Context: an optimization exercise on an open-source flow, tuned for small area and a short achievable clock period. The choices shown serve that exercise and are no tape-out recipe. RTL that was checked went through simulation tests only; none was proved equivalent to the original. Function not checked in runs 4 to 7: the RTL went through the layout flow alone. No run shown here takes its clock network from TritonCTS; it comes from the design's own scripts or RTL. The flow treats the clock pin as an ideal source. Dropping or thinning the clock tree relies on that and would not hold on a real chip. Power figures rest on the tool's default switching activity, not on a simulated workload.

## design/flow/design.v

```verilog
`timescale 1ns / 1ps
module ultrasonido(clk, trig, echo, distancia, init, done);
input init;
input clk;
input echo;
output reg trig;
output reg [8:0] distancia;
output reg done;
reg pa;       
reg [22:0] t;
localparam [22:0] INV = 23'h2AAAAA;
wire [22:0] s = t ^ INV;
wire zero22 = (s[21:0] == 22'd0);
wire next_z = zero22 & s[22];           
wire cur_z = zero22 & ~s[22];           
wire end_w = s[22] & s[20] & s[19] & s[11] & s[10] & ~s[6];
wire win = next_z | ((trig | cur_z) & ~end_w);
wire fb = s[22] ^ s[17] ^ zero22;
reg [8:0] q;
reg [16:0] R;
reg h;
localparam [16:0] ROFF = 17'd31072;
wire last = ~R[16] & q[7] & q[8] & q[4] & ~R[11] & q[1] & R[12] & R[9] & R[1]
          & ~R[5] & ~q[3] & ~R[13] & ~q[0] & ~q[2] & ~q[6] & R[0] & ~R[8] & ~R[4];
wire [17:0] S = {1'b0, R} + 18'd17;
wire co = S[17];
wire clr = ~h | (pa & last);
wire [16:0] R_nx = clr ? ROFF : pa ? (co ? (S[16:0] | ROFF) : S[16:0]) : R;
wire [8:0] q_nx = clr ? 9'd0 : q + {8'd0, pa & co};
wire [8:0] dist_d;
wire trig_d, done_d, pa_d, h_d;
wire [22:0] t_d;
ultrasonido_io io (
	.init(init), .echo(echo), .win(win), .h(h), .Kn(win | ~h), .done(done),
	.distancia(distancia), .qn(q_nx), .t(t[21:0]), .fb(fb),
	.trig_d(trig_d), .done_d(done_d), .pa_d(pa_d), .h_d(h_d), .dist_d(dist_d),
	.t_d(t_d));
always @(posedge clk) begin
	pa <= pa_d;
	t <= t_d;
	q <= q_nx;
	R <= R_nx;
	h <= h_d;
	trig <= trig_d;
	done <= done_d;
	distancia <= dist_d;
end
endmodule
module ultrasonido_io(init, echo, win, h, Kn, done, distancia, qn, t, fb,
                      trig_d, done_d, pa_d, h_d, dist_d, t_d);
input init, echo, win, h, done;
input Kn;                               
input [8:0] distancia, qn;
input [21:0] t;                         
input fb;                               
output trig_d, done_d, pa_d, h_d;
output [8:0] dist_d;
output [22:0] t_d;
wire act = ~win & echo;                 
wire lowev = ~win & ~echo;              
wire ld = ~(echo | Kn);                 
assign trig_d = init & win;
assign done_d = init & (done | lowev);
assign pa_d = init & act;
assign h_d = init & (act | (h & ~lowev));
assign dist_d = ld ? (qn & {9{init}}) : (distancia & {9{init}});
assign t_d = init ? {~t, fb} : 23'h2AAAAA;
endmodule
```

## design/flow/flow/run.sh

```bash
#!/bin/bash
# The standard ORFS layout (standard.sh), in two runs of make:
#  1. synthesis to CTS, after which the clock tree is replaced by a few clock
#     buffers on the clock port (flow/post_cts.tcl, flow/clock_leaves.tcl);
#  2. global route to the end, with a larger setup margin for repair_timing.
set -e
export FLOW_FLOW_DIR=$PWD/flow
export FLOW_SYNTH_TCL=$PWD/synth_recipe.tcl
export FLOW_ABC_AREA_SCRIPT=$PWD/flow/abc_area_map.script
bash standard.sh BUFFER_PORTS_ARGS="-buffer_cell sky130_fd_sc_hd__buf_2" CTS_ARGS="-sink_clustering_enable -repair_clock_nets -dont_use_dummy_load" SETUP_SLACK_MARGIN=13.0 SYNTH_SCRIPT=$PWD/flow/area_synth_all.tcl POST_CTS_TCL=$PWD/flow/post_cts.tcl cts > standard_to_cts.log 2>&1
bash standard.sh BUFFER_PORTS_ARGS="-buffer_cell sky130_fd_sc_hd__buf_2" CTS_ARGS="-sink_clustering_enable -repair_clock_nets -dont_use_dummy_load" SETUP_SLACK_MARGIN=13.0 SETUP_SLACK_MARGIN=13.7 SYNTH_SCRIPT=$PWD/flow/area_synth_all.tcl POST_CTS_TCL=$PWD/flow/post_cts.tcl finish > standard_finish.log 2>&1
```

## design/flow/flow/abc_area_map.script

```
strash
balance
rewrite
refactor
balance
rewrite -z
refactor -z
rewrite -z
balance
&get -n
&st
&dch -f
&nf -a -R 1000
&put
topo
```

## design/flow/flow/area_synth_all.tcl

```tcl
# The standard flow's synthesis (synth_recipe.tcl, which runs ORFS's synth.tcl), with one
# change: ABC maps the whole design with an area-oriented script
# (flow/abc_area_map.script).
proc abc {args} {
  set i [lsearch -exact $args -script]
  set rest [lreplace $args $i [expr {$i + 1}]]
  yosys abc -script $::env(FLOW_ABC_AREA_SCRIPT) {*}$rest
}
source $::env(FLOW_SYNTH_TCL)
```

## design/flow/flow/clock_leaves.tcl

```tcl
# POST_CTS hook: replace the clock tree that CTS built by a few clock buffers
# driven straight from the clock port, each driving one vertical stripe of the
# registers (registers sorted by x, cut into equal groups). All registers then
# see the same one-buffer clock path.
proc leaf_clock_tree { master_name nleaves } {
  set block [ord::get_db_block]
  set master [[ord::get_db] findMaster $master_name]
  set clk_net [[$block findBTerm clk] getNet]
  set sinks {}
  foreach inst [$block getInsts] {
    if {![[$inst getMaster] isSequential]} { continue }
    foreach it [$inst getITerms] {
      if {[[$it getMTerm] getName] == "CLK"} { lappend sinks [list [lindex [$inst getLocation] 0] [lindex [$inst getLocation] 1] $it] }
    }
  }
  # the buffers CTS made: every non-register instance whose output net carries the clock
  set dead {}
  foreach inst [$block getInsts] {
    if {[[$inst getMaster] isSequential]} { continue }
    foreach it [$inst getITerms] {
      if {[$it isInputSignal] && [$it getNet] != "NULL" && [[$it getNet] getSigType] == "CLOCK"} { lappend dead $inst; break }
    }
  }
  foreach s $sinks { [lindex $s 2] disconnect }
  foreach inst $dead {
    set nets {}
    foreach it [$inst getITerms] { if {[$it getNet] != "NULL" && [$it getNet] != $clk_net} { lappend nets [$it getNet] } }
    odb::dbInst_destroy $inst
    foreach n $nets { if {[llength [$n getITerms]] == 0 && [llength [$n getBTerms]] == 0} { odb::dbNet_destroy $n } }
  }
  set sinks [lsort -integer -index 0 $sinks]
  set n [llength $sinks]
  for {set k 0} {$k < $nleaves} {incr k} {
    set lo [expr {$k * $n / $nleaves}]; set hi [expr {($k + 1) * $n / $nleaves}]
    set buf [odb::dbInst_create $block $master clkleaf_$k]
    set net [odb::dbNet_create $block clknet_leaf_$k]
    $net setSigType CLOCK
    [$buf findITerm A] connect $clk_net
    [$buf findITerm X] connect $net
    set xs 0; set ys 0
    foreach s [lrange $sinks $lo [expr {$hi - 1}]] {
      [lindex $s 2] connect $net
      set xs [expr {$xs + [lindex $s 0]}]; set ys [expr {$ys + [lindex $s 1]}]
    }
    set m [expr {$hi - $lo}]
    $buf setLocation [expr {int($xs / $m)}] [expr {int($ys / $m)}]
    $buf setPlacementStatus PLACED
  }
  puts "leaf_clock_tree: $n registers on $nleaves x $master_name, removed [llength $dead] cells"
}
```

## design/flow/flow/post_cts.tcl

```tcl
# Runs at the end of ORFS's CTS step (POST_CTS_TCL).
source $::env(FLOW_FLOW_DIR)/clock_leaves.tcl
leaf_clock_tree sky130_fd_sc_hd__clkbuf_8 4
detailed_placement
estimate_parasitics -placement
```

## design/flow/standard.sh

```bash
#!/bin/bash
# synth_recipe.tcl (not shown) runs the flow's synth.tcl, then flattens the netlist and writes it again
# the make line also repeats each setting of config.mk as NAME=value (left out here)
make -C /OpenROAD-flow-scripts/flow DESIGN_CONFIG=/design/flow/config.mk WORK_HOME=/design/flow/orfs CLKGATE_MAP_FILE= SYNTH_SCRIPT=/design/flow/synth_recipe.tcl "${@:-finish}"
```

## design/flow/config.mk

```make
export PLATFORM = sky130hd
export DESIGN_NAME = ultrasonido
export DESIGN_NICKNAME = ultrasonido
export VERILOG_FILES = /design/flow/design.v
export SDC_FILE = /design/flow/constraint.sdc
export NUM_CORES = 4
export LEC_CHECK = 0
export CAP_MARGIN = 20
export CORE_MARGIN = 2
export CORE_UTILIZATION = 80
export SLEW_MARGIN = 20
export SYNTH_HIERARCHICAL = 1
```

## design/flow/constraint.sdc

```tcl
create_clock -name core_clock -period 18.0 [get_ports {clk}]
set_input_delay 3.6000 -clock core_clock [delete_from_list [all_inputs] [get_ports {clk}]]
set_output_delay 3.6000 -clock core_clock [all_outputs]
set_load 0.01 [all_outputs]
```

==> results.sh, run 1 <==
export IMPL_layout_drive_gt1_share_pct=7.09
export IMPL_worstHoldEndpoint="t[19]"
export IMPL_gp_congestion=0.875
export IMPL_net_switching_power_mw=0.0412
export IMPL_vias_per_cell=6.34
export IMPL_outcome="timing/DRC/antenna clean"
export IMPL_max_slew_worst_pin_slew_ns=0.664
export IMPL_final_max_slew_viol_count=0
export IMPL_primary_flip_flop_cell_chosen_by_synthesis_mapping="dfxtp_1"
export IMPL_cellInternalPower_mw=0.164
export IMPL_post_route_cell_area_um2=2370
export IMPL_post_synth_inst_count=237
export IMPL_groute_usage_overall_pct=32.1
export IMPL_cap_viol_max_count=0
export IMPL_ir_worst_vdd_mv=0.0876
export IMPL_ratio_of_total_power_to_cell_area_nw_per_um2=86.7
export IMPL_power_share_clock_pct=24.7
export IMPL_finalPower_mw=0.206
export IMPL_netSwitchingFraction_pct=20.0
export IMPL_crit_path_required_time_ns=14.40
export IMPL_finalHoldViolations=0
export IMPL_critical_path_endpoint_type="output pin"
export IMPL_timing_fmax_mhz=236
export IMPL_design_core_area_um2=2690
export IMPL_report_final_setup_viol=0
export IMPL_grt_pass1_vias=1726
export IMPL_post_place_cells=281
export IMPL_avgSynthCellArea_um2=9.32
export IMPL_p_seq_share_pct=69.1
export IMPL_share_comb_of_total_power_pct=6.2
export IMPL_placed_standard_cell_area_um2=2310
export IMPL_worst_slew_slack_as_a_fraction_of_its_limit_pct=55.6
export IMPL_dpl_hpwl_mm=3.08
export IMPL_startpoint_type="register"
export IMPL_crit_fanout=2
export IMPL_leakage_nw=0.949
export IMPL_io_buffers=13
export IMPL_dr_first_iter_drc_count=154
export IMPL_timing_critical_path_cells="buf_2"
export IMPL_initial_utilization_pct=82.2
export IMPL_finalSetupTns_ns=0
export IMPL_maximum_number_of_pins_on_one_net_before_global_route_repair=36
export IMPL_insertedDiodeCount=0
export IMPL_clk_pin_slew_ns=0.09
export IMPL_slowest_delay_ns=0.36
export IMPL_final_antenna_net_count=0
export IMPL_worst_flop_to_flop_path_startpoint="R[0]"
export IMPL_synth_edf_count=0
export IMPL_classification_of_the_worst_slack_hold_path="register to register"
export IMPL_drt_wl_total_mm=4.63
export IMPL_finalWorstPathRequiredPeriod_ns=4.24
export IMPL_finish_net_count=262
export IMPL_fin_skew_ns=0.0127
export IMPL_io_pin_count=14
export IMPL_finish_utilization_pct=88.3
export IMPL_sum_of_overflow_across_all_layers_after_global_routing=0
export IMPL_crit_path_buf_inv_count=1
export IMPL_post_syn_nets=243
export IMPL_post_synthesis_cell_type_with_the_largest_combined_area="dfxtp_1"
export IMPL_floorplan_die_width_um=56.5
export IMPL_synthToLayoutAreaGrowth_pct=7.42
export IMPL_antenna_violations_before_repair=0
export IMPL_first_pass_iters=4
export IMPL_sequential_cell_area_fraction_in_the_yosys_report_pct=56.2
export IMPL_synth_seq_cells=62
export IMPL_rows=19
export IMPL_timing_critical_path_slowest_stage_cell="dfxtp_1"
export IMPL_synth_top_area_share_pct=56.2
export IMPL_criticalPathCategory="register to output pin"
export IMPL_detail_route_wl_per_cell_um=16.2
export IMPL_timing_critical_path_arrival_ns=0.64
export IMPL_worstHoldStart="t[18]"
export IMPL_tritoncts_num_sinks=62
export IMPL_async_set_reset_flop_share_out_of_synthesis_pct=0
export IMPL_crit_reg2reg_capture="distancia[8]"
export IMPL_timing_final_crit_share_pct=23.6
export IMPL_min_delay_path_depth=1
export IMPL_worst_r2r_path_depth=12
export IMPL_critical_path_top_delay_family="flip-flops"
export IMPL_worst_hold_margin_ns=0.388
export IMPL_dieHeight_um=56.5
export IMPL_worst_skew_pair_late_latency_ns=0.15
export IMPL_yosysWarnings=7
export IMPL_dr_total_vias=1806
export IMPL_netlist_area_um2=2210
export IMPL_layout_cells_non_filler=285
export IMPL_setup_reg_to_reg_worst_slack_ns=14.87
export IMPL_setup_slack_ns=13.76
export IMPL_rsz0062_at_grt="false"
export IMPL_wire_length_of_the_first_global_routing_pass_mm=7.80
export IMPL_die_outline_area_um2=3200
export IMPL_synth_area_leaders="dfxtp_1 (56%), nor2_1 (5.8%), nand2_1 (4.8%)"
export IMPL_drc=0
export IMPL_synthDistinctLibCells=32
export IMPL_post_place_ws_ns=13.56
## worst max-delay path by stage
stage	to	slack (ns)	startpoint	cells past startpoint
after floorplan	distancia[0]	13.82	echo	3
after global placement	distancia[3]	13.64	echo	4
after detailed placement	distancia[1]	13.56	echo	4
after global routing	distancia[2]	13.72	echo	4
final	done	13.76	done	1
## logic make-up (layout without fill, tap and decap cells)
family | count (synthesis) | count (layout) | synth area share (%)
AO/OA/AOI/OAI | 30 | 30 | 7.93
XOR/XNOR | 12 | 12 | 4.76
adder cells (fa/ha/maj) | 3 | 3 | 1.70
buffers and inverters | 7 | 24 | 1.19
flip-flops | 62 | 62 | 56.2
multiplexers | 1 | 1 | 0.453
AND/OR/NAND/NOR | 122 | 122 | 27.8
## power groups by stage
stage	registers [mW]	clock network (mW)	logic [mW]
final	0.142	0.0509	0.0128
after global routing	0.142	0.0552	0.0137
after global placement	0.145	0	0.0109
after floorplan	0.145	0	0.00675
after detailed placement	0.145	0	0.0116
## cell type report
class | count | area [um2]
sequential | 62 | 1240
buffer | 4 | 55.1
tap | 31 | 38.8
multi-input combinational | 168 | 943
inverter | 7 | 26.3
fill | 137 | 314
timing repair buffer | 13 | 67.6
## layout by cell type, fill, tap and decap left out, types with 8 or more instances in the layout
| master | count |
|---|---|
| nor2b_1 | 11 |
| nor2_1 | 33 |
| dfxtp_1 | 62 |
| nor3_1 | 13 |
| a21oi_1 | 8 |
| o21ai_0 | 12 |
| nand2_1 | 28 |
| buf_2 | 12 |
## per-module statistics from Yosys (local to each module, per instance)
module	area (um2)	flip-flops and latches	copies in the design	cells inside
ultrasonido	1940	62	1	179
ultrasonido_io	272	0	1	58
## cell usage after synthesis (3+ instances only)
cell and count:
xnor2_1 6, dfxtp_1 62, xor2_1 6, nand4_1 7, ha_1 3, nor2b_1 11
clkinv_1 7, nand2_1 28, nor4_1 3, nand3_1 5, and3_1 7, a21oi_1 8
o21ai_0 12, nor4bb_1 4, nor2_1 34, nor3_1 13
## state kept, by name, summed over array words and instances, names as in the netlist
register	flops
done	1
h	1
q	9
pa	1
distancia	9
t	23
R	17
trig	1
## layer usage
layer / vias up / routed length [um] / global-route usage, %
met3: 15 / 247 / 9.68
met2: 68 / 2350 / 56.1
met1: 872 / 1930 / 38.0
met5: - / 0 / 0
li1: 851 / - / -
met4: 0 / 104 / 9.18
==> inputs of run 2 (changes only) <==
--- a/design/flow/config.mk
+++ b/design/flow/config.mk
@@ -8,5 +8,5 @@
 export CAP_MARGIN = 20
 export CORE_MARGIN = 2
-export CORE_UTILIZATION = 80
+export CORE_UTILIZATION = 70
 export SLEW_MARGIN = 20
 export SYNTH_HIERARCHICAL = 1
==> run 2 against run 1 <==
  * Still clean
  * Core utilization is 9.4 points lower
  * Hold slack better by 0.0078 ns
  * Sequential power hardly changed
  * Final cell count is 4.6% higher
  * Sequential share of layout area is 0.36 points lower
  * Clock skew is 0.00091 ns lower
  * Global-route usage is 9.7 points lower
  * Critical endpoint is now distancia[5]
  * Largest cell class unchanged
==> results.sh, run 2 <==
export IMPL_outcome="timing/DRC/antenna clean"
export IMPL_detail_route_wl_per_cell_um=12.1
export IMPL_dieHeight_um=60.2
export IMPL_gp_congestion=0.777
export IMPL_netlist_area_um2=2210
export IMPL_synthToLayoutAreaGrowth_pct=8.16
export IMPL_dpl_hpwl_mm=2.49
export IMPL_sequential_cell_area_fraction_in_the_yosys_report_pct=56.2
export IMPL_die_outline_area_um2=3620
export IMPL_finalWorstPathRequiredPeriod_ns=4.23
export IMPL_ir_worst_vdd_mv=0.111
export IMPL_io_buffers=13
export IMPL_io_pin_count=14
export IMPL_synth_edf_count=0
export IMPL_vias_per_cell=5.38
export IMPL_drt_wl_total_mm=3.60
export IMPL_layout_area_seq_um2=1240
export IMPL_floorplan_die_width_um=60.2
export IMPL_timing_critical_path_arrival_ns=0.63
export IMPL_commonest_non_fill_non_tap_cell_in_the_layout="dfxtp_1"
export IMPL_top_register="t"
export IMPL_finalSetupTns_ns=0
export IMPL_startpoint_type="register"
export IMPL_finish_net_count=262
export IMPL_primary_flip_flop_cell_chosen_by_synthesis_mapping="dfxtp_1"
export IMPL_crit_path_buf_inv_count=1
export IMPL_final_antenna_net_count=0
export IMPL_post_synthesis_cell_type_with_the_largest_combined_area="dfxtp_1"
export IMPL_post_place_cells=294
export IMPL_worstSetupPathDepth=1
export IMPL_critical_path_endpoint="distancia[5]"
export IMPL_drc=0
export IMPL_timing_critical_path_slowest_stage_cell="dfxtp_1"
export IMPL_synth_seq_cells=62
export IMPL_rsz0062_at_grt="false"
export IMPL_crit_fanout=2
export IMPL_leakage_nw=0.949
export IMPL_wire_length_of_the_first_global_routing_pass_mm=6.24
export IMPL_synthDistinctLibCells=32
export IMPL_flip_flop_count_of_the_largest_register_all_copies_and_words_added=23
export IMPL_critical_path_endpoint_type="output pin"
export IMPL_rows=20
export IMPL_maximum_number_of_pins_on_one_net_before_global_route_repair=36
export IMPL_worst_skew_pair_late_latency_ns=0.15
export IMPL_tritoncts_num_sinks=62
export IMPL_dr_total_vias=1602
export IMPL_ratio_of_total_power_to_cell_area_nw_per_um2=86.2
export IMPL_crit_reg2reg_capture="distancia[8]"
export IMPL_async_set_reset_flop_share_out_of_synthesis_pct=0
export IMPL_setup_reg_to_reg_worst_slack_ns=14.91
export IMPL_sum_of_overflow_across_all_layers_after_global_routing=0
export IMPL_worst_flop_to_flop_path_startpoint="R[0]"
export IMPL_design_core_area_um2=3030
export IMPL_yosysWarnings=7
export IMPL_clk_pin_slew_ns=0.09
export IMPL_initial_utilization_pct=72.9
export IMPL_fin_skew_ns=0.0118
export IMPL_filler_cells=214
export IMPL_classification_of_the_worst_slack_hold_path="register to register"
export IMPL_dr_first_iter_drc_count=96
export IMPL_most_frequent_cells_after_synthesis="dfxtp_1 (62), nor2_1 (34), nand2_1 (28)"
export IMPL_setup_worst_path_start="distancia[5]"
export IMPL_groute_usage_overall_pct=22.4
export IMPL_layout_cells_non_filler=298
export IMPL_avgSynthCellArea_um2=9.32
export IMPL_cap_viol_max_count=0
export IMPL_report_final_setup_viol=0
export IMPL_insertedDiodeCount=0
export IMPL_max_slew_worst_pin_slew_ns=0.669
export IMPL_slowest_delay_ns=0.35
export IMPL_commonest_cells_after_routing_fill_and_taps_aside="dfxtp_1 (62), nor2_1 (33), nand2_1 (28)"
export IMPL_criticalPathCategory="register to output pin"
export IMPL_grt_pass1_vias=1486
export IMPL_multiInputGateArea_um2=943
export IMPL_yosysMostFrequentCell="dfxtp_1"
export IMPL_worst_r2r_path_depth=12
export IMPL_post_syn_nets=243
export IMPL_finalHoldViolations=0
export IMPL_post_synth_inst_count=237
export IMPL_critical_path_top_delay_family="flip-flops"
export IMPL_first_pass_iters=4
export IMPL_timing_fmax_mhz=237
export IMPL_synth_top_area_share_pct=56.2
export IMPL_crit_path_required_time_ns=14.40
export IMPL_largest_registers="t (23), R (17)"
export IMPL_synth_area_leaders="dfxtp_1 (56%), nor2_1 (5.8%), nand2_1 (4.8%)"
export IMPL_timing_final_crit_share_pct=23.5
export IMPL_final_max_slew_viol_count=0
export IMPL_layout_drive_gt1_share_pct=7.09
export IMPL_worst_slew_slack_as_a_fraction_of_its_limit_pct=55.3
export IMPL_timing_critical_path_cells="buf_2"
export IMPL_antenna_violations_before_repair=0
[run 2: cell counts in the layout (fill, tap and decap cells not counted)]
Identical to the previous run, type by type.
[run 2: layout make-up]
type                       count  area share (%)
sequential                    62            52.0
multi-input combinational    168            39.5
timing repair buffer          13            2.83
buffer                         4            2.30
tap                           44            2.30
inverter                       7            1.10
[run 2: modules after synthesis (local to each module, per instance)]
module / flops+latches / cells
ultrasonido: 62 / 179
ultrasonido_io: 0 / 58
[run 2: where the power goes]
group          switching (mW)  internal, mW  total, mW  leakage (nW)
Sequential            0.00191         0.140      0.142         0.502
Clock                  0.0321        0.0205     0.0526        0.0288
Combinational         0.00735       0.00428     0.0116         0.418
Total                  0.0413         0.164      0.206         0.949
[run 2: worst min path at each step]
stage	startpoint	end	slack, ns	depth (start not counted)
6_report	t[0]	t[1]	0.40	1
5_1_grt	t[0]	t[1]	0.41	1
3_5_place_dp	t[0]	t[1]	0.37	1
3_3_place_gp	t[16]	t[17]	0.37	1
2_1_floorplan	t[0]	t[1]	0.36	1
[run 2: stage by stage]
| step | instance area [um2] | utilization [%] | setup slack [ns] | hold slack [ns] | power [mW] |
|---|---|---|---|---|---|
| after detailed placement | 2330 | 76.9 | 13.56 | 0.375 | 0.156 |
| final | 2390 | 78.9 | 13.77 | 0.395 | 0.206 |
| after global routing | 2390 | 78.9 | 13.74 | 0.406 | 0.213 |
| after floorplan | 2210 | - | 13.82 | 0.360 | 0.152 |
| after global placement | 2330 | 76.9 | 13.61 | 0.369 | 0.156 |
[run 2: worst register-to-register path: stages (launching register included)]
cell	delay, ns
dfxtp_1	0.43
a41oi_1	0.18
nor2_1	0.22
nand3_1	0.19
nor4_1	0.41
ha_1	0.27
ha_1	0.23
and4_1	0.26
and3_1	0.22
a21oi_1	0.08
a311oi_1	0.32
nor2_1	0.10
nor2_1	0.11
[run 2: metal layers]
layer | wire length [um] | track usage [%] | share of wire [%]
met1 | 1850 | 30.2 | 51
met2 | 1650 | 37.0 | 46
met3 | 81 | 4.11 | 2.2
met4 | 23 | 5.71 | 0.64
met5 | 0 | 0 | 0
[run 2: logic make-up after synthesis]
group,after synthesis,synth area share [%]
xor gates and xnor gates,12,4.76
DFF,62,56.2
adders and majority gates,3,1.70
buffers and inverters,7,1.19
muxes,1,0.453
and+or+nand+nor,122,27.8
AOI/OAI and AO/OA,30,7.93
==> inputs of run 3 (changes only) <==
==> design/flow/flow/post_cts.tcl (replaced) <==
# Runs at the end of ORFS's CTS step (POST_CTS_TCL).
source $::env(FLOW_FLOW_DIR)/clock_leaves.tcl
leaf_clock_tree sky130_fd_sc_hd__buf_6 4
detailed_placement
estimate_parasitics -placement
==> run 3 against run 2 <==
  * Synthesized area unchanged
  * Global-route usage unchanged
  * Sequential share of layout area increased by 0.22 points
  * Still clean on timing, DRC and antenna
  * Clock skew increased by 0.0024 ns
  * Via count increased by 0.12%
  * Critical endpoint is now distancia[8]
  * Critical path type is now input pin to register
==> results.sh, run 3 <==
export IMPL_outcome="timing/DRC/antenna clean"
export IMPL_classification_of_the_worst_slack_hold_path="register to register"
export IMPL_final_max_slew_viol_count=0
export IMPL_max_slew_worst_pin_slew_ns=0.653
export IMPL_worst_skew_pair_late_latency_ns=0.13
export IMPL_filler_cells=219
export IMPL_finalWorstPathRequiredPeriod_ns=4.24
export IMPL_layout_area_seq_um2=1240
export IMPL_yosysWarnings=7
export IMPL_min_delay_path_depth=1
export IMPL_netlist_area_um2=2210
export IMPL_first_pass_iters=4
export IMPL_die_outline_area_um2=3620
export IMPL_setup_slack_ns=13.76
export IMPL_report_final_setup_viol=0
export IMPL_leakage_nw=0.944
export IMPL_crit_path_required_time_ns=18.01
export IMPL_worstHoldEndpoint="t[1]"
export IMPL_primary_flip_flop_cell_chosen_by_synthesis_mapping="dfxtp_1"
export IMPL_flip_flop_count_of_the_largest_register_all_copies_and_words_added=23
export IMPL_dieHeight_um=60.2
export IMPL_layout_drive_gt1_share_pct=7.09
export IMPL_crit_reg2reg_capture="distancia[8]"
export IMPL_drc=0
export IMPL_worst_r2r_path_depth=12
export IMPL_commonest_cells_after_routing_fill_and_taps_aside="dfxtp_1 (62), nor2_1 (33), nand2_1 (28)"
export IMPL_synth_edf_count=0
export IMPL_antenna_violations_before_repair=0
export IMPL_vias_per_cell=5.38
export IMPL_post_place_cells=294
export IMPL_critical_path_endpoint_type="register"
export IMPL_dr_total_vias=1604
export IMPL_insertedDiodeCount=0
export IMPL_multiInputGateArea_um2=943
export IMPL_ir_worst_vdd_mv=0.106
export IMPL_sequential_cell_area_fraction_in_the_yosys_report_pct=56.2
export IMPL_most_frequent_cells_after_synthesis="dfxtp_1 (62), nor2_1 (34), nand2_1 (28)"
export IMPL_synthToLayoutAreaGrowth_pct=7.71
export IMPL_setup_reg_to_reg_worst_slack_ns=14.91
export IMPL_synth_area_leaders="dfxtp_1 (56%), nor2_1 (5.8%), nand2_1 (4.8%)"
export IMPL_ratio_of_total_power_to_cell_area_nw_per_um2=85.4
export IMPL_post_synth_inst_count=237
export IMPL_synth_top_area_share_pct=56.2
export IMPL_post_synthesis_cell_type_with_the_largest_combined_area="dfxtp_1"
export IMPL_commonest_non_fill_non_tap_cell_in_the_layout="dfxtp_1"
export IMPL_synthDistinctLibCells=32
export IMPL_finish_net_count=262
export IMPL_rows=20
export IMPL_crit_fanout=9
export IMPL_sum_of_overflow_across_all_layers_after_global_routing=0
export IMPL_dr_first_iter_drc_count=93
export IMPL_worst_slew_slack_as_a_fraction_of_its_limit_pct=56.3
export IMPL_post_route_cell_area_um2=2380
export IMPL_clk_pin_slew_ns=0.10
export IMPL_timing_critical_path_arrival_ns=4.26
export IMPL_avgSynthCellArea_um2=9.32
export IMPL_synth_seq_cells=62
export IMPL_initial_utilization_pct=72.9
export IMPL_gp_congestion=0.777
export IMPL_wire_length_of_the_first_global_routing_pass_mm=6.24
export IMPL_finalPower_mw=0.203
export IMPL_yosysMostFrequentCell="dfxtp_1"
export IMPL_post_syn_nets=243
export IMPL_fin_skew_ns=0.0142
export IMPL_top_register="t"
export IMPL_final_antenna_net_count=0
export IMPL_cap_viol_max_count=0
export IMPL_placed_standard_cell_area_um2=2330
export IMPL_tritoncts_num_sinks=62
export IMPL_post_place_ws_ns=13.56
export IMPL_criticalPathCategory="input pin to register"
export IMPL_largest_registers="t (23), R (17)"
export IMPL_io_pin_count=14
export IMPL_worst_hold_margin_ns=0.397
export IMPL_grt_pass1_vias=1486
export IMPL_finalSetupTns_ns=0
export IMPL_design_core_area_um2=3030
export IMPL_dpl_hpwl_mm=2.49
export IMPL_groute_usage_overall_pct=22.4
export IMPL_detail_route_wl_per_cell_um=12.1
export IMPL_timing_final_crit_share_pct=23.6
export IMPL_async_set_reset_flop_share_out_of_synthesis_pct=0
export IMPL_finalHoldViolations=0
export IMPL_maximum_number_of_pins_on_one_net_before_global_route_repair=36
export IMPL_worstHoldStart="t[0]"
export IMPL_finish_utilization_pct=78.6
export IMPL_worst_flop_to_flop_path_startpoint="R[0]"
export IMPL_drt_wl_total_mm=3.60
export IMPL_startpoint_type="input pin"
export IMPL_rsz0062_at_grt="false"
export IMPL_layout_cells_non_filler=298
export IMPL_timing_fmax_mhz=236
export IMPL_io_buffers=13
export IMPL_floorplan_die_width_um=60.2
[run 3: worst max-delay path by stage]
stage / startpoint / to / slack (ns) / depth (start not counted)
finish: echo / distancia[8] / 13.76 / 4
global route: echo / distancia[1] / 13.72 / 4
detailed placement: echo / distancia[5] / 13.56 / 4
global placement: echo / distancia[1] / 13.61 / 4
floorplan: echo / distancia[0] / 13.82 / 3
[run 3: Yosys stat by module (local to each module, per instance)]
module / cells inside / cell area (um2) / flops+latches / copies in the design
ultrasonido: 179 / 1940 / 62 / 1
ultrasonido_io: 58 / 272 / 0 / 1
[run 3: cells by family (layout without fill, tap and decap cells)]
family / after synthesis / count (layout) / share of synthesized area [%]
adder cells (fa/ha/maj): 3 / 3 / 1.70
buffers and inverters: 7 / 24 / 1.19
XOR/XNOR: 12 / 12 / 4.76
AND/OR/NAND/NOR: 122 / 122 / 27.8
AO/OA/AOI/OAI: 30 / 30 / 7.93
flip-flops: 62 / 62 / 56.2
multiplexers: 1 / 1 / 0.453
[run 3: per-layer routing]
metal / global-route usage (%) / part of all wire, % / vias up
met3: 4.11 / 2.4 / 4
li1: - / - / 852
met5: 0 / 0 / -
met2: 37.0 / 47 / 24
met4: 5.71 / 0.81 / 0
met1: 30.2 / 50 / 724
[run 3: area by class of cell]
type	count	area share, %
multi-input cells	168	39.7
repair buffers	13	2.84
flip-flops and latches	62	52.2
plain buffers	4	1.89
well taps	44	2.31
inverters	7	1.10
[run 3: worst max-delay path: stages]
cell and delay, ns:
buf_2 0.12, or2_1 0.32, nor2_1 0.15, nor2_1 0.06
[run 3: report_power, final]
| part | leakage [nW] | internal, mW | switching, mW |
|---|---|---|---|
| Sequential | 0.502 | 0.140 | 0.00192 |
| Combinational | 0.418 | 0.00428 | 0.00726 |
| Clock | 0.0242 | 0.0179 | 0.0321 |
==> inputs of run 4 (changes only) <==
--- a/design/flow/design.v
+++ b/design/flow/design.v
@@ -64,5 +64,11 @@
 assign pa_d = init & act;
 assign h_d = init & (act | (h & ~lowev));
-assign dist_d = ld ? (qn & {9{init}}) : (distancia & {9{init}});
+wire init_n = ~init;
+ultrasonido_dbit db[8:0] (.ld(ld), .init_n(init_n), .a(qn), .b(distancia), .y(dist_d));
 assign t_d = init ? {~t, fb} : 23'h2AAAAA;
 endmodule
+module ultrasonido_dbit(ld, init_n, a, b, y);
+input ld, init_n, a, b;
+output y;
+assign y = ~init_n & (ld ? a : b);
+endmodule
==> design/flow/flow/post_cts.tcl (replaced) <==
# Runs at the end of ORFS's CTS step (POST_CTS_TCL).
source $::env(FLOW_FLOW_DIR)/clock_leaves.tcl
leaf_clock_tree sky130_fd_sc_hd__clkbuf_8 4
detailed_placement
estimate_parasitics -placement
==> run 4 against run 3 <==
  * Largest cell class unchanged
  * Core utilization increased by 1.6 points
  * Sequential share of layout area fell by 0.62 points
  * Sequential power barely moved
  * Cell area up 1.2%
  * Critical path depth is the same
  * Combinational power is 3% lower
  * Highest routed layer unchanged
  * First-iteration DRC count rose by 73%
  * Synthesized cell count down 3.8%
  * Flip-flop and latch count did not move
==> results.sh, run 4 <==
export IMPL_floorplan_die_width_um=59.9
export IMPL_timing_critical_path_arrival_ns=4.36
export IMPL_crit_path_buf_inv_count=2
export IMPL_fin_skew_ns=0.0147
export IMPL_antenna_violations_before_repair=0
export IMPL_largest_family_of_logic_cells_by_synthesized_area="simple AND/OR/NAND/NOR gates"
export IMPL_finish_net_count=257
export IMPL_cellInternalPower_mw=0.163
export IMPL_p_seq_share_pct=69.0
export IMPL_io_buffers=13
export IMPL_design_core_area_um2=3000
export IMPL_synth_top_area_share_pct=56.7
export IMPL_netlist_area_um2=2190
export IMPL_synth_area_leaders="dfxtp_1 (57%), nor2_1 (6.3%), nand2_1 (4.6%)"
export IMPL_final_antenna_net_count=0
export IMPL_slowest_delay_ns=0.27
export IMPL_min_delay_path_depth=1
export IMPL_critical_path_endpoint_type="register"
export IMPL_top_register="t"
export IMPL_timing_critical_path_cells="clkbuf_4, clkinvlp_4, nor3b_1, a21o_1"
export IMPL_synthAdderAreaFrac_pct=1.71
export IMPL_dieHeight_um=59.9
export IMPL_post_route_cell_area_um2=2410
export IMPL_crit_reg2reg_capture="distancia[8]"
export IMPL_final_max_slew_viol_count=0
export IMPL_maximum_number_of_pins_on_one_net_before_global_route_repair=23
export IMPL_post_syn_nets=234
export IMPL_initial_utilization_pct=72.9
export IMPL_crit_path_required_time_ns=18.10
export IMPL_finalWorstPathRequiredPeriod_ns=4.26
export IMPL_placed_standard_cell_area_um2=2300
export IMPL_ir_worst_vdd_mv=0.122
export IMPL_wire_length_of_the_first_global_routing_pass_mm=6.83
export IMPL_worstHoldStart="t[16]"
export IMPL_synthDistinctLibCells=30
export IMPL_filler_cells=192
export IMPL_synth_edf_count=0
export IMPL_largest_registers="t (23), R (17)"
export IMPL_finalHoldViolations=0
export IMPL_post_synth_inst_count=228
export IMPL_dr_total_vias=1710
export IMPL_classification_of_the_worst_slack_hold_path="register to register"
export IMPL_dr_first_iter_drc_count=161
export IMPL_grt_pass1_vias=1570
export IMPL_synth_mux_area_share_pct=4.57
export IMPL_setup_slack_ns=13.74
export IMPL_startpoint_type="input pin"
export IMPL_rsz0062_at_grt="false"
export IMPL_power_share_clock_pct=25.5
export IMPL_critical_path_top_delay_family="buffers and inverters"
export IMPL_outcome="timing/DRC/antenna clean"
export IMPL_criticalPathCategory="input pin to register"
export IMPL_finalSetupTns_ns=0
export IMPL_share_comb_of_total_power_pct=5.5
export IMPL_leakage_nw=0.920
export IMPL_commonest_non_fill_non_tap_cell_in_the_layout="dfxtp_1"
export IMPL_insertedDiodeCount=0
export IMPL_flip_flop_count_of_the_largest_register_all_copies_and_words_added=23
export IMPL_dpl_hpwl_mm=2.99
export IMPL_gp_congestion=0.801
export IMPL_clk_pin_slew_ns=0.09
export IMPL_layout_drive_gt1_share_pct=9.24
export IMPL_avgSynthCellArea_um2=9.60
export IMPL_finish_utilization_pct=80.2
export IMPL_timing_critical_path_slowest_stage_cell="nor3b_1"
export IMPL_timing_final_crit_share_pct=23.7
export IMPL_drt_wl_total_mm=4.40
export IMPL_worst_r2r_path_depth=12
export IMPL_netSwitchingFraction_pct=19.8
export IMPL_post_place_ws_ns=13.04
export IMPL_rows=20
export IMPL_async_set_reset_flop_share_out_of_synthesis_pct=0
export IMPL_synthXorXnorAreaFrac_pct=4.80
export IMPL_worst_flop_to_flop_path_startpoint="R[0]"
export IMPL_synth_simple_gate_area_share_pct=25.3
export IMPL_post_synthesis_cell_type_with_the_largest_combined_area="dfxtp_1"
export IMPL_yosysMostFrequentCell="dfxtp_1"
export IMPL_synth_area_in_compound_gates_pct=5.60
export IMPL_first_pass_iters=4
export IMPL_detail_route_wl_per_cell_um=15.6
export IMPL_cap_viol_max_count=0
export IMPL_worst_skew_pair_late_latency_ns=0.15
export IMPL_drc=0
export IMPL_max_slew_worst_pin_slew_ns=0.666
export IMPL_sum_of_overflow_across_all_layers_after_global_routing=0
export IMPL_worst_slew_slack_as_a_fraction_of_its_limit_pct=55.5
export IMPL_synthToLayoutAreaGrowth_pct=9.94
export IMPL_sequential_cell_area_fraction_in_the_yosys_report_pct=56.7
export IMPL_commonest_cells_after_routing_fill_and_taps_aside="dfxtp_1 (62), nor2_1 (36), nand2_1 (27)"
export IMPL_groute_usage_overall_pct=25.3
export IMPL_timing_fmax_mhz=235
export IMPL_worstSetupPathDepth=4
export IMPL_tritoncts_num_sinks=62
export IMPL_crit_fanout=15
export IMPL_io_pin_count=14
export IMPL_synth_seq_cells=62
export IMPL_vias_per_cell=6.06
export IMPL_yosysWarnings=7
export IMPL_ratio_of_total_power_to_cell_area_nw_per_um2=84.7
export IMPL_primary_flip_flop_cell_chosen_by_synthesis_mapping="dfxtp_1"
export IMPL_worstHoldEndpoint="t[17]"
export IMPL_net_switching_power_mw=0.0403
export IMPL_die_outline_area_um2=3590
export IMPL_report_final_setup_viol=0
export IMPL_setup_reg_to_reg_worst_slack_ns=14.82
export IMPL_most_frequent_cells_after_synthesis="dfxtp_1 (62), nor2_1 (37), nand2_1 (27)"
-- run 4: cell types whose count changed in the layout (fill, tap and decap cells not counted), moves of 2 or more --
cell	before	now
buf_4	0	2
buf_6	4	0
clkbuf_8	0	4
clkinvlp_4	0	2
mux2i_1	1	10
nor2_1	33	36
nor2b_1	11	0
o21ai_0	12	3
-- run 4: area by class of cell --
cell class	count	area [um2]	area share, %
Sequential cell	62	1240	51.6
Timing Repair inverter	1	7.51	0.312
Buffer	4	55.1	2.29
Timing Repair Buffer	16	103	4.26
Inverter	8	33.8	1.40
Tap cell	33	41.3	1.72
Multi-Input combinational cell	158	926	38.5
-- run 4: kinds of logic (layout without fill, tap and decap cells) --
logic type | after synthesis | after routing
AO/OA/AOI/OAI | 20 | 20
XOR/XNOR | 12 | 12
adder cells (fa/ha/maj) | 3 | 3
buffers and inverters | 8 | 29
flip-flops | 62 | 62
multiplexers | 10 | 10
AND/OR/NAND/NOR | 113 | 113
-- run 4: worst max path at each step --
stage | startpoint | to | slack [ns]
detailed placement | init | h | 13.04
finish | init | h | 13.74
global route | init | h | 13.70
floorplan | echo | distancia[0] | 13.40
global placement | echo | distancia[6] | 13.12
-- run 4: power by group through the flow --
stage               logic, mW  clock network, mW  registers, mW
floorplan             0.00650                  0          0.144
global route           0.0122             0.0573          0.141
global placement      0.00944                  0          0.144
finish                 0.0111             0.0521          0.141
detailed placement    0.00982                  0          0.144
-- run 4: routing by layer --
metal  wire length [um]  track usage (%)
met5                  0                0
met4                 25             3.81
met3                136             6.71
met2               2460             47.7
met1               1780             29.0
-- run 4: per-module statistics from Yosys (local to each module, per instance) --
module            times used  cells inside  area, um2
ultrasonido_io             1            31        129
ultrasonido_dbit           9             2       13.8
ultrasonido                1           179       1940
-- run 4: through the flow --
step	total power [mW]	hold slack, ns	cells
6_report	0.204	0.387	282
3_5_place_dp	0.154	0.376	274
2_1_floorplan	0.150	0.360	228
3_3_place_gp	0.153	0.368	274
5_1_grt	0.210	0.392	282
==> inputs of run 5 (changes only) <==
--- a/design/flow/design.v
+++ b/design/flow/design.v
@@ -7,5 +7,4 @@
 output reg [8:0] distancia;
 output reg done;
-reg pa;       
 reg [22:0] t;
 localparam [22:0] INV = 23'h2AAAAA;
@@ -25,17 +24,17 @@
 wire [17:0] S = {1'b0, R} + 18'd17;
 wire co = S[17];
+wire pa = h & ~trig;                    
 wire clr = ~h | (pa & last);
 wire [16:0] R_nx = clr ? ROFF : pa ? (co ? (S[16:0] | ROFF) : S[16:0]) : R;
 wire [8:0] q_nx = clr ? 9'd0 : q + {8'd0, pa & co};
 wire [8:0] dist_d;
-wire trig_d, done_d, pa_d, h_d;
+wire trig_d, done_d, h_d;
 wire [22:0] t_d;
 ultrasonido_io io (
 	.init(init), .echo(echo), .win(win), .h(h), .Kn(win | ~h), .done(done),
 	.distancia(distancia), .qn(q_nx), .t(t[21:0]), .fb(fb),
-	.trig_d(trig_d), .done_d(done_d), .pa_d(pa_d), .h_d(h_d), .dist_d(dist_d),
+	.trig_d(trig_d), .done_d(done_d), .h_d(h_d), .dist_d(dist_d),
 	.t_d(t_d));
 always @(posedge clk) begin
-	pa <= pa_d;
 	t <= t_d;
 	q <= q_nx;
@@ -48,5 +47,5 @@
 endmodule
 module ultrasonido_io(init, echo, win, h, Kn, done, distancia, qn, t, fb,
-                      trig_d, done_d, pa_d, h_d, dist_d, t_d);
+                      trig_d, done_d, h_d, dist_d, t_d);
 input init, echo, win, h, done;
 input Kn;                               
@@ -54,5 +53,5 @@
 input [21:0] t;                         
 input fb;                               
-output trig_d, done_d, pa_d, h_d;
+output trig_d, done_d, h_d;
 output [8:0] dist_d;
 output [22:0] t_d;
@@ -62,13 +61,6 @@
 assign trig_d = init & win;
 assign done_d = init & (done | lowev);
-assign pa_d = init & act;
 assign h_d = init & (act | (h & ~lowev));
-wire init_n = ~init;
-ultrasonido_dbit db[8:0] (.ld(ld), .init_n(init_n), .a(qn), .b(distancia), .y(dist_d));
+assign dist_d = ld ? (qn & {9{init}}) : (distancia & {9{init}});
 assign t_d = init ? {~t, fb} : 23'h2AAAAA;
 endmodule
-module ultrasonido_dbit(ld, init_n, a, b, y);
-input ld, init_n, a, b;
-output y;
-assign y = ~init_n & (ld ? a : b);
-endmodule
==> run 5 against run 4 <==
  * Still clean on timing, DRC and antenna
  * First-iteration DRC count is 44% lower
  * Power is 2.9% higher
  * Sequential power hardly changed
  * Register-to-register slack worse by 0.16 ns
  * Combinational power is 56% higher
  * Sequential share of layout area is 0.16 points higher
  * Synthesized cell count is 2.6% higher
  * Routed wire length is 7.4% lower
  * Largest cell class unchanged
  * Highest routed layer unchanged
==> results.sh, run 5 <==
export IMPL_yosysMostFrequentCell="dfxtp_1"
export IMPL_post_place_ws_ns=13.56
export IMPL_startpoint_type="register"
export IMPL_worstHoldStart="t[0]"
export IMPL_classification_of_the_worst_slack_hold_path="register to register"
export IMPL_post_syn_nets=240
export IMPL_async_set_reset_flop_share_out_of_synthesis_pct=0
export IMPL_dr_first_iter_drc_count=90
export IMPL_leakage_nw=0.959
export IMPL_sum_of_overflow_across_all_layers_after_global_routing=0
export IMPL_finalSetupTns_ns=0
export IMPL_top_register="t"
export IMPL_floorplan_die_width_um=59.9
export IMPL_post_synth_inst_count=234
export IMPL_crit_fanout=5
export IMPL_worst_hold_margin_ns=0.399
export IMPL_commonest_cells_after_routing_fill_and_taps_aside="dfxtp_1 (60), nor2_1 (38), nand2_1 (23)"
export IMPL_initial_utilization_pct=72.7
export IMPL_ir_worst_vdd_mv=0.0868
export IMPL_outcome="timing/DRC/antenna clean"
export IMPL_synthToLayoutAreaGrowth_pct=8.48
export IMPL_placed_standard_cell_area_um2=2300
export IMPL_top_usage_layer="met2"
export IMPL_grt_pass1_vias=1528
export IMPL_setup_worst_path_start="trig"
export IMPL_max_slew_worst_pin_slew_ns=0.905
export IMPL_drt_wl_total_mm=4.08
export IMPL_post_place_cells=281
export IMPL_critical_path_endpoint_type="output pin"
export IMPL_final_max_slew_viol_count=0
export IMPL_most_frequent_cells_after_synthesis="dfxtp_1 (61), nor2_1 (39), nand2_1 (23)"
export IMPL_timing_critical_path_arrival_ns=0.66
export IMPL_layout_drive_gt1_share_pct=8.33
export IMPL_synthDistinctLibCells=32
export IMPL_antenna_violations_before_repair=0
export IMPL_yosysWarnings=7
export IMPL_timing_critical_path_slowest_stage_cell="dfxtp_4"
export IMPL_tritoncts_num_sinks=61
export IMPL_setup_slack_ns=13.74
export IMPL_report_final_setup_viol=0
export IMPL_flip_flop_count_of_the_largest_register_all_copies_and_words_added=23
export IMPL_post_route_cell_area_um2=2370
export IMPL_worst_flop_to_flop_path_startpoint="h"
export IMPL_crit_path_buf_inv_count=1
export IMPL_largest_registers="t (23), R (17)"
export IMPL_die_outline_area_um2=3580
export IMPL_avgSynthCellArea_um2=9.33
export IMPL_final_antenna_net_count=0
export IMPL_criticalPathCategory="register to output pin"
export IMPL_first_pass_iters=6
export IMPL_netlist_area_um2=2180
export IMPL_synth_area_leaders="dfxtp_1 (56%), nor2_1 (6.7%), nand2_1 (4.0%)"
export IMPL_maximum_number_of_pins_on_one_net_before_global_route_repair=36
export IMPL_timing_critical_path_cells="buf_2"
export IMPL_critical_path_top_delay_family="flip-flops"
export IMPL_timing_fmax_mhz=235
export IMPL_layout_cells_non_filler=285
export IMPL_gp_congestion=0.846
export IMPL_slowest_delay_ns=0.38
export IMPL_synth_top_area_share_pct=55.9
export IMPL_rsz0062_at_grt="false"
export IMPL_io_buffers=13
export IMPL_clk_pin_slew_ns=0.09
export IMPL_fin_skew_ns=0.00416
export IMPL_dieHeight_um=59.9
export IMPL_commonest_non_fill_non_tap_cell_in_the_layout="dfxtp_1"
export IMPL_ratio_of_total_power_to_cell_area_nw_per_um2=88.6
export IMPL_cap_viol_max_count=0
export IMPL_drc=0
export IMPL_multiInputGateArea_um2=957
export IMPL_finalWorstPathRequiredPeriod_ns=4.26
export IMPL_worst_skew_pair_late_latency_ns=0.15
export IMPL_post_synthesis_cell_type_with_the_largest_combined_area="dfxtp_1"
export IMPL_dpl_hpwl_mm=2.94
export IMPL_worst_slew_slack_as_a_fraction_of_its_limit_pct=39.0
export IMPL_globalRouteMet2Util_pct=43.2
export IMPL_insertedDiodeCount=0
export IMPL_synth_edf_count=0
export IMPL_crit_path_required_time_ns=14.40
export IMPL_met1_track_usage_gr_pct=27.8
export IMPL_globalRouteMet3Util_pct=4.33
export IMPL_filler_cells=214
export IMPL_layout_area_seq_um2=1220
export IMPL_wire_length_of_the_first_global_routing_pass_mm=6.42
export IMPL_groute_usage_overall_pct=23.5
export IMPL_primary_flip_flop_cell_chosen_by_synthesis_mapping="dfxtp_1"
export IMPL_io_pin_count=14
export IMPL_synth_seq_cells=61
export IMPL_finalHoldViolations=0
export IMPL_rows=20
export IMPL_detail_route_wl_per_cell_um=14.3
export IMPL_vias_per_cell=5.85
export IMPL_timing_final_crit_share_pct=23.7
export IMPL_design_core_area_um2=3000
export IMPL_sequential_cell_area_fraction_in_the_yosys_report_pct=55.9
export IMPL_finish_net_count=260
export IMPL_dr_total_vias=1668
run 5: cell types whose count changed in the layout (fill, tap and decap cells not counted), moves of 2 or more:
cell,previous run,this run
nor2_1,36,38
o21ai_0,3,13
nand2_1,27,23
clkinvlp_4,2,0
nor2b_1,0,13
clkinv_1,7,4
mux2i_1,10,0
dfxtp_1,62,60
and2_0,2,4
a21boi_0,2,0
run 5: per-stage QoR:
stage	power (mW)	util [%]
floorplan	0.154	-
finish	0.210	78.9
detailed placement	0.161	76.8
global placement	0.160	76.8
global route	0.217	78.9
run 5: path summary, 6_finish.rpt:
kind | to | slack (ns) | cells after the start
hold reg to reg | t[1] | 0.40 | 1
setup reg to reg | distancia[8] | 14.66 | 13
hold / removal | t[1] | 0.40 | 1
setup / recovery | trig | 13.74 | 1
run 5: worst reg2reg max path, delay by kind of cell (launching register included):
kind                       cells  cell delay [ns]
AOI/OAI and AO/OA              1             0.08
adders and majority gates      2             0.45
and+or+nand+nor               10             2.34
DFF                            1             0.43
run 5: metal layers:
metal	part of all wire, %	vias up
met2	51	30
met4	0.76	0
met1	46	784
li1	-	849
met3	2.9	5
met5	0	-
run 5: power breakdown:
group          internal [mW]  switching [mW]  leakage [nW]  total (mW)
Clock                 0.0205          0.0312        0.0288      0.0517
Sequential             0.138         0.00268         0.494       0.141
Combinational        0.00646          0.0108         0.436      0.0173
run 5: modules after synthesis, one instance, submodules excluded:
module / area (um2) / flip-flops and latches
ultrasonido: 1910 / 61
ultrasonido_io: 269 / 0
run 5: logic make-up (layout without fill, tap and decap cells):
| logic type | Yosys count | in the layout | synth area share [%] |
|---|---|---|---|
| adders and majority gates | 3 | 3 | 1.72 |
| and+or+nand+nor | 124 | 124 | 28.8 |
| AOI/OAI and AO/OA | 30 | 30 | 8.02 |
| xor gates and xnor gates | 12 | 12 | 4.81 |
| buffers and inverters | 4 | 22 | 0.687 |
| DFF | 61 | 61 | 55.9 |
run 5: final cells by class:
class	instances	area share [%]
buffer	4	2.32
sequential	61	51.7
multi-input combinational	169	40.4
timing repair buffer	14	3.17
inverter	4	0.634
tap	33	1.74
==> inputs of run 6 (changes only) <==
==> design/flow/flow/post_cts.tcl (replaced) <==
# Runs at the end of ORFS's CTS step (POST_CTS_TCL).
source $::env(FLOW_FLOW_DIR)/clock_leaves.tcl
leaf_clock_tree sky130_fd_sc_hd__clkbuf_8 3
detailed_placement
estimate_parasitics -placement
==> run 6 against run 5 <==
  * Power fell by 2.1%
  * Flip-flop and latch count did not move
  * Combinational power hardly changed
  * Worst setup slack worse by 0.030 ns
  * Cell area down 0.58%
  * Critical path type unchanged
  * Sequential power hardly changed
  * Clock power decreased by 8.5%
  * First-iteration DRC count shrank 2.2%
  * Synthesized area unchanged
==> results.sh, run 6 <==
export IMPL_post_route_cell_area_um2=2350
export IMPL_finalHoldViolations=0
export IMPL_report_final_setup_viol=0
export IMPL_flip_flop_count_of_the_largest_register_all_copies_and_words_added=23
export IMPL_critical_path_top_delay_family="flip-flops"
export IMPL_sequential_cell_area_fraction_in_the_yosys_report_pct=55.9
export IMPL_rsz0062_at_grt="true"
export IMPL_io_buffers=13
export IMPL_share_comb_of_total_power_pct=8.4
export IMPL_synth_edf_count=0
export IMPL_cap_viol_max_count=0
export IMPL_crit_reg2reg_capture="distancia[8]"
export IMPL_dr_total_vias=1642
export IMPL_synth_area_leaders="dfxtp_1 (56%), nor2_1 (6.7%), nand2_1 (4.0%)"
export IMPL_crit_path_buf_inv_count=1
export IMPL_maximum_number_of_pins_on_one_net_before_global_route_repair=36
export IMPL_top_register="t"
export IMPL_grt_pass1_vias=1512
export IMPL_finalWorstPathRequiredPeriod_ns=4.29
export IMPL_drt_met1_wl_mm=1.94
export IMPL_post_synthesis_cell_type_with_the_largest_combined_area="dfxtp_1"
export IMPL_timing_critical_path_arrival_ns=0.69
export IMPL_topRoutingLayerUsed="met4"
export IMPL_slowest_delay_ns=0.39
export IMPL_timing_final_crit_share_pct=23.8
export IMPL_post_syn_nets=240
export IMPL_filler_cells=216
export IMPL_outcome="timing/DRC/antenna clean"
export IMPL_worstHoldStart="t[16]"
export IMPL_insertedDiodeCount=0
export IMPL_post_place_ws_ns=13.56
export IMPL_initial_utilization_pct=72.7
export IMPL_finish_net_count=259
export IMPL_layout_area_seq_um2=1220
export IMPL_avgSynthCellArea_um2=9.33
export IMPL_commonest_non_fill_non_tap_cell_in_the_layout="dfxtp_1"
export IMPL_setup_reg_to_reg_worst_slack_ns=14.66
export IMPL_antenna_violations_before_repair=0
export IMPL_crit_path_required_time_ns=14.40
export IMPL_groute_usage_overall_pct=23.5
export IMPL_p_seq_share_pct=68.6
export IMPL_drc=0
export IMPL_worst_slew_slack_as_a_fraction_of_its_limit_pct=42.3
export IMPL_met2_wirelength_mm=2.03
export IMPL_layout_cells_non_filler=284
export IMPL_crit_fanout=5
export IMPL_dr_first_iter_drc_count=88
export IMPL_commonest_cells_after_routing_fill_and_taps_aside="dfxtp_1 (60), nor2_1 (38), nand2_1 (23)"
export IMPL_ir_worst_vdd_mv=0.117
export IMPL_final_max_slew_viol_count=0
export IMPL_max_slew_worst_pin_slew_ns=0.855
export IMPL_clk_pin_slew_ns=0.12
export IMPL_timing_critical_path_slowest_stage_cell="dfxtp_4"
export IMPL_timing_critical_path_cells="buf_2"
export IMPL_synthToLayoutAreaGrowth_pct=7.85
export IMPL_vias_per_cell=5.78
export IMPL_async_set_reset_flop_share_out_of_synthesis_pct=0
export IMPL_sum_of_overflow_across_all_layers_after_global_routing=0
export IMPL_startpoint_type="register"
export IMPL_largest_registers="t (23), R (17)"
export IMPL_tritoncts_num_sinks=61
export IMPL_worst_hold_margin_ns=0.407
export IMPL_cellInternalPower_mw=0.160
export IMPL_io_pin_count=14
export IMPL_worstHoldEndpoint="t[17]"
export IMPL_worst_flop_to_flop_path_startpoint="h"
export IMPL_most_frequent_cells_after_synthesis="dfxtp_1 (61), nor2_1 (39), nand2_1 (23)"
export IMPL_placed_standard_cell_area_um2=2300
export IMPL_netSwitchingFraction_pct=21.9
export IMPL_critical_path_endpoint_type="output pin"
export IMPL_gp_congestion=0.846
export IMPL_drt_wl_total_mm=4.10
export IMPL_yosysWarnings=7
export IMPL_fin_skew_ns=0.0112
export IMPL_criticalPathCategory="register to output pin"
export IMPL_worst_r2r_path_depth=13
export IMPL_setup_slack_ns=13.71
export IMPL_die_outline_area_um2=3580
export IMPL_post_synth_inst_count=234
export IMPL_layout_drive_gt1_share_pct=7.97
export IMPL_first_pass_iters=4
export IMPL_multiInputGateArea_um2=957
export IMPL_yosysMostFrequentCell="dfxtp_1"
export IMPL_timing_fmax_mhz=233
export IMPL_detail_route_wl_per_cell_um=14.4
export IMPL_final_antenna_net_count=0
export IMPL_classification_of_the_worst_slack_hold_path="register to register"
export IMPL_finalSetupTns_ns=0
export IMPL_rows=20
export IMPL_leakage_nw=0.952
export IMPL_net_switching_power_mw=0.0451
export IMPL_met3_wirelength_um=111
export IMPL_primary_flip_flop_cell_chosen_by_synthesis_mapping="dfxtp_1"
export IMPL_synth_seq_cells=61
export IMPL_power_share_clock_pct=23.0
export IMPL_synthDistinctLibCells=32
export IMPL_synth_top_area_share_pct=55.9
export IMPL_dpl_hpwl_mm=2.94
export IMPL_min_delay_path_depth=1
export IMPL_wire_length_of_the_first_global_routing_pass_mm=6.44
export IMPL_dieHeight_um=59.9
export IMPL_post_place_cells=281
export IMPL_netlist_area_um2=2180
export IMPL_worst_skew_pair_late_latency_ns=0.17
export IMPL_design_core_area_um2=3000
export IMPL_floorplan_die_width_um=59.9
export IMPL_ratio_of_total_power_to_cell_area_nw_per_um2=87.2
## run 6: cell counts after synthesis
Identical to the previous run, type by type.
## run 6: per-layer routing
layer  track usage [%]  vias up
met5                 0        -
met4              4.76        0
met3              3.90        2
met2              43.0       30
met1              28.9      765
li1                  -      845
## run 6: logic make-up (layout without fill, tap and decap cells)
group           count (synthesis)  count (layout)  share of synthesized area (%)
buf+inv                         4              21                          0.687
flops                          61              61                           55.9
compound gates                 30              30                           8.02
xor+xnor                       12              12                           4.81
fa+ha+maj                       3               3                           1.72
simple gates                  124             124                           28.8
## run 6: metrics by stage
stage	utilization (%)	total power [mW]
2_1_floorplan	-	0.154
3_3_place_gp	76.8	0.160
3_5_place_dp	76.8	0.161
5_1_grt	78.4	0.213
6_report	78.4	0.205
## run 6: worst max path at each step
stage          from      endpoint  cells after the start
2_1_floorplan  echo  distancia[4]                      3
3_3_place_gp   echo  distancia[6]                      4
3_5_place_dp   echo  distancia[8]                      4
5_1_grt        trig          trig                      1
6_report       trig          trig                      1
## run 6: cell type report
cell class              count  area share, %
multi-input cells         169           40.6
inverters                   4          0.638
well taps                  33           1.75
flip-flops and latches     61           52.0
plain buffers               3           1.75
repair buffers             14           3.19
## run 6: modules after synthesis (local to each module, per instance)
module          cells  times used  flip-flops and latches
ultrasonido_io     58           1                       0
ultrasonido       176           1                      61
## run 6: power groups by stage
stage               Combinational [mW]  Sequential (mW)  Clock [mW]
floorplan                       0.0101            0.144           0
global placement                0.0161            0.144           0
detailed placement              0.0170            0.144           0
global route                    0.0192            0.141      0.0527
finish                          0.0172            0.141      0.0473
==> inputs of run 7 (changes only) <==
==> design/flow/flow/post_cts.tcl (replaced) <==
# Runs at the end of ORFS's CTS step (POST_CTS_TCL).
source $::env(FLOW_FLOW_DIR)/clock_leaves.tcl
leaf_clock_tree sky130_fd_sc_hd__clkbuf_16 2
detailed_placement
estimate_parasitics -placement
==> run 7 against run 6 <==
  * Clock power rose by 11%
  * Global-route usage fell by 0.23 points
  * Clock skew fell by 0.0024 ns
  * Synthesized cell count did not move
  * Final cell count fell by 0.35%
  * Highest routed layer unchanged
  * Combinational power barely moved
  * Hold slack got worse by 0.0017 ns
  * Worst setup slack improved by 0.0038 ns
  * Via count rose by 1.9%
  * Cell area rose by 0.43%
  * Flip-flop and latch count did not move
  * Routed wire length fell by 0.56%
==> results.sh, run 7 <==
export IMPL_outcome="timing/DRC/antenna clean"
export IMPL_p_seq_share_pct=66.9
export IMPL_timing_final_crit_share_pct=23.8
export IMPL_drt_wl_total_mm=4.08
export IMPL_finalSetupTns_ns=0
export IMPL_first_pass_iters=4
export IMPL_worstHoldEndpoint="t[17]"
export IMPL_commonest_cells_after_routing_fill_and_taps_aside="dfxtp_1 (59), nor2_1 (38), nand2_1 (23)"
export IMPL_criticalPathCategory="register to output pin"
export IMPL_post_route_cell_area_um2=2360
export IMPL_detail_route_wl_per_cell_um=14.4
export IMPL_filler_cells=214
export IMPL_worst_skew_pair_late_latency_ns=0.17
export IMPL_cellInternalPower_mw=0.165
export IMPL_startpoint_type="register"
export IMPL_multiInputGateArea_um2=957
export IMPL_finish_net_count=258
export IMPL_avgSynthCellArea_um2=9.33
export IMPL_ir_worst_vdd_mv=0.100
export IMPL_synthToLayoutAreaGrowth_pct=8.31
export IMPL_timing_fmax_mhz=233
export IMPL_cap_viol_max_count=0
export IMPL_vias_per_cell=5.92
export IMPL_worst_slew_slack_as_a_fraction_of_its_limit_pct=39.6
export IMPL_synthDistinctLibCells=32
export IMPL_dr_total_vias=1674
export IMPL_finalHoldViolations=0
export IMPL_rows=20
export IMPL_timing_critical_path_arrival_ns=0.68
export IMPL_finish_utilization_pct=78.8
export IMPL_insertedDiodeCount=0
export IMPL_largest_registers="t (23), R (17)"
export IMPL_initial_utilization_pct=72.7
export IMPL_fin_skew_ns=0.00875
export IMPL_yosysMostFrequentCell="dfxtp_1"
export IMPL_groute_usage_overall_pct=23.3
export IMPL_worst_flop_to_flop_path_startpoint="h"
export IMPL_antenna_violations_before_repair=0
export IMPL_netlist_area_um2=2180
export IMPL_drc=0
export IMPL_synth_top_area_share_pct=55.9
export IMPL_timing_critical_path_cells="buf_2"
export IMPL_layout_drive_gt1_share_pct=8.00
export IMPL_critical_path_top_delay_family="flip-flops"
export IMPL_post_synth_inst_count=234
export IMPL_async_set_reset_flop_share_out_of_synthesis_pct=0
export IMPL_crit_reg2reg_capture="distancia[8]"
export IMPL_dpl_hpwl_mm=2.94
export IMPL_rsz0062_at_grt="true"
export IMPL_share_comb_of_total_power_pct=8.2
export IMPL_die_outline_area_um2=3580
export IMPL_sequential_cell_area_fraction_in_the_yosys_report_pct=55.9
export IMPL_commonest_non_fill_non_tap_cell_in_the_layout="dfxtp_1"
export IMPL_maximum_number_of_pins_on_one_net_before_global_route_repair=36
export IMPL_floorplan_die_width_um=59.9
export IMPL_crit_fanout=5
export IMPL_critical_path_endpoint_type="output pin"
export IMPL_finalPower_mw=0.210
export IMPL_clk_pin_slew_ns=0.11
export IMPL_max_slew_worst_pin_slew_ns=0.896
export IMPL_flip_flop_count_of_the_largest_register_all_copies_and_words_added=23
export IMPL_ratio_of_total_power_to_cell_area_nw_per_um2=89.0
export IMPL_wire_length_of_the_first_global_routing_pass_mm=6.44
export IMPL_setup_reg_to_reg_worst_slack_ns=14.63
export IMPL_min_delay_path_depth=1
export IMPL_worst_r2r_path_depth=13
export IMPL_dieHeight_um=59.9
export IMPL_final_max_slew_viol_count=0
export IMPL_crit_path_buf_inv_count=1
export IMPL_tritoncts_num_sinks=61
export IMPL_synth_area_leaders="dfxtp_1 (56%), nor2_1 (6.7%), nand2_1 (4.0%)"
export IMPL_post_syn_nets=240
export IMPL_dr_first_iter_drc_count=92
export IMPL_post_synthesis_cell_type_with_the_largest_combined_area="dfxtp_1"
export IMPL_final_antenna_net_count=0
export IMPL_worstHoldStart="t[16]"
export IMPL_classification_of_the_worst_slack_hold_path="register to register"
export IMPL_crit_path_required_time_ns=14.40
export IMPL_leakage_nw=0.956
export IMPL_synth_edf_count=0
export IMPL_sum_of_overflow_across_all_layers_after_global_routing=0
export IMPL_report_final_setup_viol=0
export IMPL_io_pin_count=14
export IMPL_yosysWarnings=7
export IMPL_finalWorstPathRequiredPeriod_ns=4.28
export IMPL_netSwitchingFraction_pct=21.4
export IMPL_net_switching_power_mw=0.0451
export IMPL_grt_pass1_vias=1509
export IMPL_placed_standard_cell_area_um2=2300
export IMPL_post_place_ws_ns=13.56
export IMPL_top_register="t"
export IMPL_layout_area_seq_um2=1230
export IMPL_gp_congestion=0.846
export IMPL_setup_slack_ns=13.72
export IMPL_synth_seq_cells=61
export IMPL_slowest_delay_ns=0.39
export IMPL_most_frequent_cells_after_synthesis="dfxtp_1 (61), nor2_1 (39), nand2_1 (23)"
export IMPL_power_share_clock_pct=24.8
export IMPL_primary_flip_flop_cell_chosen_by_synthesis_mapping="dfxtp_1"
export IMPL_design_core_area_um2=3000
export IMPL_io_buffers=13
export IMPL_timing_critical_path_slowest_stage_cell="dfxtp_4"
run 7: per-module statistics from Yosys, one instance, submodules excluded:
module	area, um2	times used	cells inside
ultrasonido_io	269	1	58
ultrasonido	1910	1	176
run 7: worst max-delay path by stage:
stage / startpoint / endpoint / slack [ns] / cells past startpoint
floorplan: echo / distancia[4] / 13.81 / 3
global placement: echo / distancia[6] / 13.66 / 4
detailed placement: echo / distancia[8] / 13.56 / 4
global route: trig / trig / 13.69 / 1
finish: trig / trig / 13.72 / 1
run 7: kinds of logic after synthesis:
kind of cell	synth area share, %
buf+inv	0.687
xor+xnor	4.81
simple gates	28.8
flops	55.9
compound gates	8.02
fa+ha+maj	1.72
run 7: per-layer routing:
metal	GRT usage, %	up-vias	wire length (um)
met1	29.6	792	1900
met3	3.25	2	129
li1	-	843	-
met4	5.71	0	25
met2	41.5	37	2020
met5	0	-	0
run 7: power by group through the flow:
stage	Clock, mW	Combinational (mW)	Sequential (mW)
finish	0.0523	0.0173	0.141
global placement	0	0.0161	0.144
global route	0.0568	0.0191	0.141
detailed placement	0	0.0170	0.144
floorplan	0	0.0101	0.144
run 7: through the flow:
stage                     hold slack, ns  cells
after floorplan                    0.360    234
after global placement             0.365    281
after detailed placement           0.374    281
after global routing               0.418    283
final                              0.406    283
run 7: final cells by class:
class                   count  share of cell area, %
flip-flops and latches     61                   51.9
multi-input cells         169                   40.5
repair buffers             14                   3.17
plain buffers               2                   2.12
well taps                  33                   1.75
inverters                   4                  0.635

static timing again, ports no longer ideal:
No port has a modelled driver above. Below, the same layouts with a new extraction and two added sets of constraints. Step 1: set_driving_cell puts a clkbuf_16 on clk and a buf_2 on each other input, an assumption about the parent block. Step 2 times the ports against the registers' clock, not the clock port: input delays grow and output delays shrink by t, the midpoint of the rising clock arrivals with the driver on. Three values: no drivers, after step 1, after step 2; two values: the first two.
| run | t, ns | setup slack, ns | hold slack, ns | slew at the worst register clock pin (ns) |
|---|---|---|---|---|
| run 1 | 0.201 | 13.755 / 13.698 / 13.596 | 0.388 / 0.388 / 0.388 | 0.09 / 0.09 |
| run 2 | 0.194 | 13.773 / 13.726 / 13.616 | 0.395 / 0.395 / 0.395 | 0.09 / 0.09 |
| run 3 | 0.174 | 13.758 / 13.744 / 13.615 | 0.397 / 0.397 / 0.397 | 0.10 / 0.10 |
| run 4 | 0.191 | 13.741 / 13.718 / 13.570 | 0.387 / 0.387 / 0.387 | 0.09 / 0.09 |
| run 5 | 0.195 | 13.742 / 13.693 / 13.611 | 0.399 / 0.399 / 0.399 | 0.09 / 0.09 |
| run 6 | 0.204 | 13.712 / 13.672 / 13.622 | 0.407 / 0.407 / 0.407 | 0.12 / 0.12 |
| run 7 | 0.208 | 13.716 / 13.672 / 13.626 | 0.406 / 0.406 / 0.406 | 0.11 / 0.11 |
After both steps setup and hold are still met in every run listed. For run 4, which loses most, drivers alone change the setup slack by -0.023 ns; drivers and shift together by -0.171 ns.
